What follows belongs to an exercise in optimizing a design on an open flow for a short achievable clock period and few clock cycles; a production flow would make more cautious choices. The RTL was checked by simulation tests, not by an equivalence proof against the original design.

==> job 5255: inputs <==
// rv32i_top
module rv32i_top(
    input logic clk,
    input logic reset_n,
    output logic [31:0] imem_addr,
    input logic [31:0] imem_rdata,
    output logic [31:0] dmem_addr,
    output logic [31:0] dmem_wdata,
    output logic [3:0] dmem_wstrb,
    input logic [31:0] dmem_rdata
    );
    data_path_pl dp(
        .clk(clk),
        .reset_n(reset_n),
        .imem_addr(imem_addr),
        .imem_rdata(imem_rdata),
        .dmem_addr(dmem_addr),
        .dmem_wdata(dmem_wdata),
        .dmem_wstrb(dmem_wstrb),
        .dmem_rdata(dmem_rdata)
    );
endmodule
Settings: LEC_CHECK=0, CAP_MARGIN=20, CORE_MARGIN=2, CORE_UTILIZATION=45, PLACE_DENSITY=0.6, SETUP_SLACK_MARGIN=4.5, SLEW_MARGIN=20, SYNTH_HIERARCHICAL=1; clock period 8.0 ns.
run.sh (not shown) runs the stock make flow with config.mk's settings and CLKGATE_MAP_FILE= SYNTH_SCRIPT=/design/flow/synth_recipe.tcl, a recipe that flattens the netlist after the stock synthesis.
==> job 4244 (differences from job 5255) <==
--- a/flow/design.v
+++ b/flow/design.v
@@ -61,31 +61,29 @@
     input logic [31:0] asl,
     input logic [4:0]  sl,
     input logic [31:0] asr,
     input logic [4:0]  sr,
     input logic        sra,
     input logic [31:0] al, bl,
     input logic [4:0]  lsel,
-    output logic [31:0] y_as,             
-    output logic [31:0] y_o               
+    output logic [31:0] y
     );
     logic [31:0] r_add, r_sub, r_sll, r_sr, r_log;
     logic lt, ltu, eq;
     assign r_add = a0 + b0;
     assign r_sub = a1 - b1;
     assign r_sll = asl << sl;
     assign r_sr  = $signed({sra & asr[31], asr}) >>> sr;
     pp_cmp cmp_i(.a(al), .b(bl), .ltu(ltu), .lt(lt), .eq(eq));
     assign r_log = ({32{lsel[0]}} & {31'd0, lt}) |
                    ({32{lsel[1]}} & {31'd0, ltu}) |
                    ({32{lsel[2]}} & (al ^ bl)) |
                    ({32{lsel[3]}} & (al | bl)) |
                    ({32{lsel[4]}} & (al & bl));
-    assign y_as = r_add | r_sub;
-    assign y_o  = r_sll | r_sr | r_log;
+    assign y = r_add | r_sub | r_sll | r_sr | r_log;
 endmodule
 `timescale 1ns / 1ps
 module branch_controller(
     input logic [31:0] a,
     input logic [31:0] b,
     input logic [31:0] t,
     output logic ok
@@ -277,20 +275,18 @@
     logic [TGT_LO-1:1] e_tl;
     logic [31:0] e_pc, e_c1, e_c2;
     logic [31:2] e_pc4;
     logic [31:0] e_a0, e_b0, e_a1, e_b1, e_asl, e_asr, e_al, e_bl;
     logic [31:0] x_a0, x_b0, x_a1, x_b1, x_asl, x_asr, x_al, x_bl;
     logic [4:0]  e_sl, e_sr, x_sl, x_sr, e_lsel;
     logic [31:0] x_c1, x_c2;
-    logic [31:0] o_a0, o_b0, o_a1, o_b1, o_asl, o_asr, o_al, o_bl, o_c1, o_c2;
-    logic [4:0]  o_sl, o_sr;
     logic        m_wr, m_load;
     logic [4:0]  m_rd;
     logic [2:0]  m_f3;
-    logic [31:0] m_res, m_reso, m_wdata;    
+    logic [31:0] m_res, m_wdata;
     logic [3:0]  m_wstrb;
     logic [31:0] inst;
     assign imem_addr = pc;
     assign inst = imem_rdata;
     logic [4:0] rs1, rs2, rd;
     logic [2:0] f3;
     assign rd  = inst[11:7];
@@ -337,71 +333,68 @@
     logic tk, go;
     assign f_bidx = pc[BTB_BITS+1:2];
     assign f_tl = btb[f_bidx];
     assign f_tgt = {pc[31:TGT_LO], f_tl, 1'b0};
     assign tk = op_jal | op_jalr | (op_br & (inst[31] ^ bht[pc[BHT_BITS+1:2]]));
     assign go = tk & btb_val[f_bidx];
     assign pc4 = pc + 32'd4;
-    logic [31:0] c1, c2, y_as, y_o, e_imm_x, e_off_x, e_tgt;
-    assign c1 = e_c1 | x_c1 | o_c1;
-    assign c2 = e_c2 | x_c2 | o_c2;
+    logic [31:0] c1, c2, alu_y, e_imm_x, e_off_x, e_tgt;
+    assign c1 = e_c1 | x_c1;
+    assign c2 = e_c2 | x_c2;
     assign e_imm_x = {{20{e_imm[11]}}, e_imm};
     assign e_off_x = {{12{e_imm[11]}}, e_off_hi, e_imm[10:5], e_off_lo, 1'b0};
     assign e_tgt = {e_pc[31:TGT_LO], e_tl, 1'b0};       
     alu alu_inst(
-        .a0(e_a0 | x_a0 | o_a0), .b0(e_b0 | x_b0 | o_b0),
-        .a1(e_a1 | x_a1 | o_a1), .b1(e_b1 | x_b1 | o_b1),
-        .asl(e_asl | x_asl | o_asl), .sl(e_sl | x_sl | o_sl),
-        .asr(e_asr | x_asr | o_asr), .sr(e_sr | x_sr | o_sr), .sra(e_imm[10]),
-        .al(e_al | x_al | o_al), .bl(e_bl | x_bl | o_bl), .lsel(e_lsel),
-        .y_as(y_as), .y_o(y_o)
+        .a0(e_a0 | x_a0), .b0(e_b0 | x_b0),
+        .a1(e_a1 | x_a1), .b1(e_b1 | x_b1),
+        .asl(e_asl | x_asl), .sl(e_sl | x_sl),
+        .asr(e_asr | x_asr), .sr(e_sr | x_sr), .sra(e_imm[10]),
+        .al(e_al | x_al), .bl(e_bl | x_bl), .lsel(e_lsel),
+        .y(alu_y)
     );
     logic eq, lt, ltu, taken;
     pp_cmp br_cmp(.a(c1), .b(c2), .ltu(ltu), .lt(lt), .eq(eq));
     assign taken = |(e_bsel & {~ltu, ltu, ~lt, lt, ~eq, eq});
     logic [31:0] pc_target, jalr_target;
     logic pc_ok, jalr_ok, redirect;
     assign pc_target = e_pc + e_off_x;                    
     assign jalr_target = (c1 + e_imm_x) & ~32'd1;
     branch_controller pc_chk(.a(e_pc), .b(e_off_x), .t(e_tgt), .ok(pc_ok));
     branch_controller jalr_chk(.a(c1), .b(e_imm_x), .t(e_tgt), .ok(jalr_ok));
     logic jump_miss;
+    logic [31:0] redirect_pc;
     assign jump_miss = (k_jal & ~(e_went & pc_ok)) | (k_jalr & ~(e_went & jalr_ok));
     assign redirect = jump_miss | (k_br & (taken ? ~(e_went & pc_ok) : e_went));
-    logic [31:0] r_tt, r_target;
-    logic [31:2] r_tn;
-    logic r_tk;
-    assign r_target = r_tk ? r_tt : {r_tn, 2'b00};
+    assign redirect_pc = e_jalr ? jalr_target : (e_br & ~taken) ? {e_pc4, e_pc[1:0]} : pc_target;
+    logic [31:0] r_target;
     always_ff @(posedge clk, negedge reset_n) begin
         if (!reset_n) r_redirect <= 1'b0;
         else r_redirect <= redirect;
     end
     always_ff @(posedge clk) begin
-        r_tt <= e_jalr ? jalr_target : pc_target;
-        r_tn <= e_pc4;
-        r_tk <= ~e_br | taken;
+        r_target <= redirect_pc;
     end
     logic [BHT_BITS-1:0] e_idx;
     assign e_idx = e_pc[BHT_BITS+1:2];
     logic u_bht, u_btb, u_bit;
     logic [BHT_BITS-1:0] u_idx;
     logic [TGT_LO-1:1] u_tl;
-    assign u_tl = r_tt[TGT_LO-1:1];
     always_ff @(posedge clk, negedge reset_n) begin
         if (!reset_n) begin
             u_bht <= 1'b0;
             u_btb <= 1'b0;
         end else begin
             u_bht <= k_br;
             u_btb <= k_jal | k_jalr | (k_br & taken);
         end
     end
     always_ff @(posedge clk) begin
         u_idx <= e_idx;
         u_bit <= taken ^ e_imm[11];
+        u_tl  <= e_jalr ? jalr_target[TGT_LO-1:1] : pc_target[TGT_LO-1:1];
     end
     always_ff @(posedge clk, negedge reset_n) begin
         if (!reset_n) begin
             bht <= '0;
             btb_val <= '0;
         end else begin
             if (u_bht) bht[u_idx] <= u_bit;
@@ -410,25 +403,25 @@
     end
     always_ff @(posedge clk) begin
         if (u_btb) btb[u_idx[BTB_BITS-1:0]] <= u_tl;
     end
     logic [3:0] st_strb;
     logic [31:0] st_data;
     data_mem data_mem_inst(
-        .store(k_store), .addr(y_as[1:0]), .funct3(e_f3), .rs2(c2),
+        .store(k_store), .addr(alu_y[1:0]), .funct3(e_f3), .rs2(c2),
         .wstrb(st_strb), .wdata(st_data)
     );
     assign dmem_addr = m_res;
     assign dmem_wdata = m_wdata;
     assign dmem_wstrb = m_wstrb;
     logic [31:0] ld_data;
     alignment_unit alignment_unit_inst(
         .word(dmem_rdata), .addr(m_res[1:0]), .funct3(m_f3), .data(ld_data)
     );
-    assign wb_data = m_load ? ld_data : (m_res | m_reso);
+    assign wb_data = m_load ? ld_data : m_res;
     logic [31:0] next_pc;
     always_comb begin
         if (r_redirect) next_pc = r_target;
         else if (stall) next_pc = pc;
         else if (go) next_pc = f_tgt;
         else next_pc = pc4;
     end
@@ -483,64 +476,51 @@
         e_off_lo <= inst[3] ? inst[24:21] : inst[11:8];                       
         e_off_hi <= inst[3] ? {inst[19:12], inst[20]} : {{8{inst[31]}}, inst[7]};
         e_tl   <= f_tl;
         e_pc   <= pc;
         e_pc4  <= pc4[31:2];
         e_c1   <= d_c1;
         e_c2   <= d_c2;
-        x_c1   <= hit1 ? y_as : 32'd0;
-        o_c1   <= hit1 ? y_o : 32'd0;
-        x_c2   <= hit2 ? y_as : 32'd0;
-        o_c2   <= hit2 ? y_o : 32'd0;
+        x_c1   <= hit1 ? alu_y : 32'd0;
+        x_c2   <= hit2 ? alu_y : 32'd0;
         e_a0   <= d_a0;
-        x_a0   <= (g_add &  ha) ? y_as : 32'd0;
-        o_a0   <= (g_add &  ha) ? y_o : 32'd0;
+        x_a0   <= (g_add &  ha) ? alu_y : 32'd0;
         e_b0   <= d_b0;
-        x_b0   <= (g_add &  hb) ? y_as : 32'd0;
-        o_b0   <= (g_add &  hb) ? y_o : 32'd0;
+        x_b0   <= (g_add &  hb) ? alu_y : 32'd0;
         e_a1   <= d_a1;
-        x_a1   <= (g_sub &  ha) ? y_as : 32'd0;
-        o_a1   <= (g_sub &  ha) ? y_o : 32'd0;
+        x_a1   <= (g_sub &  ha) ? alu_y : 32'd0;
         e_b1   <= d_b1;
-        x_b1   <= (g_sub &  hb) ? y_as : 32'd0;
-        o_b1   <= (g_sub &  hb) ? y_o : 32'd0;
+        x_b1   <= (g_sub &  hb) ? alu_y : 32'd0;
         e_asl  <= d_asl;
-        x_asl  <= (g_sll &  ha) ? y_as : 32'd0;
-        o_asl  <= (g_sll &  ha) ? y_o : 32'd0;
+        x_asl  <= (g_sll &  ha) ? alu_y : 32'd0;
         e_sl   <= d_sl;
-        x_sl   <= (g_sll &  hb) ? y_as[4:0] : 5'd0;
-        o_sl   <= (g_sll &  hb) ? y_o[4:0] : 5'd0;
+        x_sl   <= (g_sll &  hb) ? alu_y[4:0] : 5'd0;
         e_asr  <= d_asr;
-        x_asr  <= (g_sr &  ha) ? y_as : 32'd0;
-        o_asr  <= (g_sr &  ha) ? y_o : 32'd0;
+        x_asr  <= (g_sr &  ha) ? alu_y : 32'd0;
         e_sr   <= d_sr;
-        x_sr   <= (g_sr &  hb) ? y_as[4:0] : 5'd0;
-        o_sr   <= (g_sr &  hb) ? y_o[4:0] : 5'd0;
+        x_sr   <= (g_sr &  hb) ? alu_y[4:0] : 5'd0;
         e_al   <= d_al;
-        x_al   <= (g_log &  ha) ? y_as : 32'd0;
-        o_al   <= (g_log &  ha) ? y_o : 32'd0;
+        x_al   <= (g_log &  ha) ? alu_y : 32'd0;
         e_bl   <= d_bl;
-        x_bl   <= (g_log &  hb) ? y_as : 32'd0;
-        o_bl   <= (g_log &  hb) ? y_o : 32'd0;
+        x_bl   <= (g_log &  hb) ? alu_y : 32'd0;
         e_lsel <= lsel;
     end
     always_ff @(posedge clk, negedge reset_n) begin
         if (!reset_n) begin
             m_wr <= 1'b0; m_load <= 1'b0; m_wstrb <= 4'd0;
         end else begin
             m_wr    <= k_wr;
             m_load  <= k_load;
             m_wstrb <= st_strb;
         end
     end
     always_ff @(posedge clk) begin
         m_rd    <= e_rd;
         m_f3    <= e_f3;
-        m_res   <= y_as;
-        m_reso  <= y_o;
+        m_res   <= alu_y;
         m_wdata <= st_data;
     end
 endmodule
 `timescale 1ns / 1ps
 module rv32i_top(
     input logic clk,
     input logic reset_n,
CORE_UTILIZATION = 40   (was 45)
PLACE_DENSITY = 0.55   (was 0.6)
SETUP_SLACK_MARGIN = 5   (was 4.5)
==> impl_metrics.py <==
metrics = {
    "route": {
        "drt-total-wl_um": 743000,
    },
    "run_status": {
        "outcome": "finished with violations",
        "violations": "slew limit",
    },
    "global_routing": {
        "grt_max_degree": 168,
    },
    "critical_path": {
        "start_kind": "flop",
        "reg2reg_to": "dp.x_asl[0]",
        "crit_slowest_cell": "or3_4",
    },
    "power_and_ir_drop": {
        "p_leak_nw": 76.2,
        "netSwitchingPower_mw": 24.5,
    },
    "timing": {
        "clock.fmax_mhz": 270,
        "final_max_slew_viol_count": 56,
    },
    "placed_design": {
        "placement.cell_area_um2": 149000,
        "place_congestion": 1.02,
    },
}
(the above is from job 4244)
==> impl_metrics.py <==
metrics = {
    "critical_path": {
        "start_kind": "input pin",
        "crit_slowest_cell": "and3b_4",
        "reg2reg_to": "dp.pc[28]",
    },
    "timing": {
        "timing.setup.tns_ns": 0,
    },
    "run_status": {
        "outcome": "complete, no violations",
    },
    "global_routing": {
        "grt_max_degree": 177,
        "met1_usage_pct": 47.4,
    },
    "power_and_ir_drop": {
        "p_leak_nw": 69.8,
        "netSwitchingPower_mw": 23.3,
    },
    "placed_design": {
        "placement.cell_area_um2": 157000,
        "place_congestion": 0.985,
    },
    "clocking": {
        "ctsHoldBuffers": 0,
        "post-cts-setup-buffers": 240,
    },
    "layout": {
        "multi_input_area_um2": 68800,
        "diodes": 90,
    },
}
(the above is from job 5255)
Testbench counts of job 5255, summed over its fixed seeds: cycles 18,203.
Testbench counts of job 4244, summed over its fixed seeds: cycles 18,203.

[port drivers added, routing unchanged]
Ports are ideal in the flow. The routed layouts listed here were re-timed in OpenROAD. Step 1 (the two cells are an assumption about what drives the block):
set clk [get_ports {clk}]
set_driving_cell -lib_cell sky130_fd_sc_hd__clkbuf_16 $clk
set_driving_cell -lib_cell sky130_fd_sc_hd__buf_2 [delete_from_list [all_inputs] $clk]
Step 2 moves the port delays by t, midway between the first and last clock arrival at a register: inputs arrive t later, outputs are due t later. That takes back most of the time a late clock gives input paths. Slacks: ideal ports / drivers / drivers and shift; pairs: ideal ports / drivers.
run	t, ns	setup WS [ns]	worst setup path at the end	pins driven straight from the clock port
job 5255	1.085	4.317 / 4.058 / 2.973	input to register	1
job 4244	1.061	4.292 / 4.013 / 2.952	input to register	1
For job 5255, which loses most, drivers alone change the setup slack by -0.259 ns; drivers and shift together by -1.344 ns.
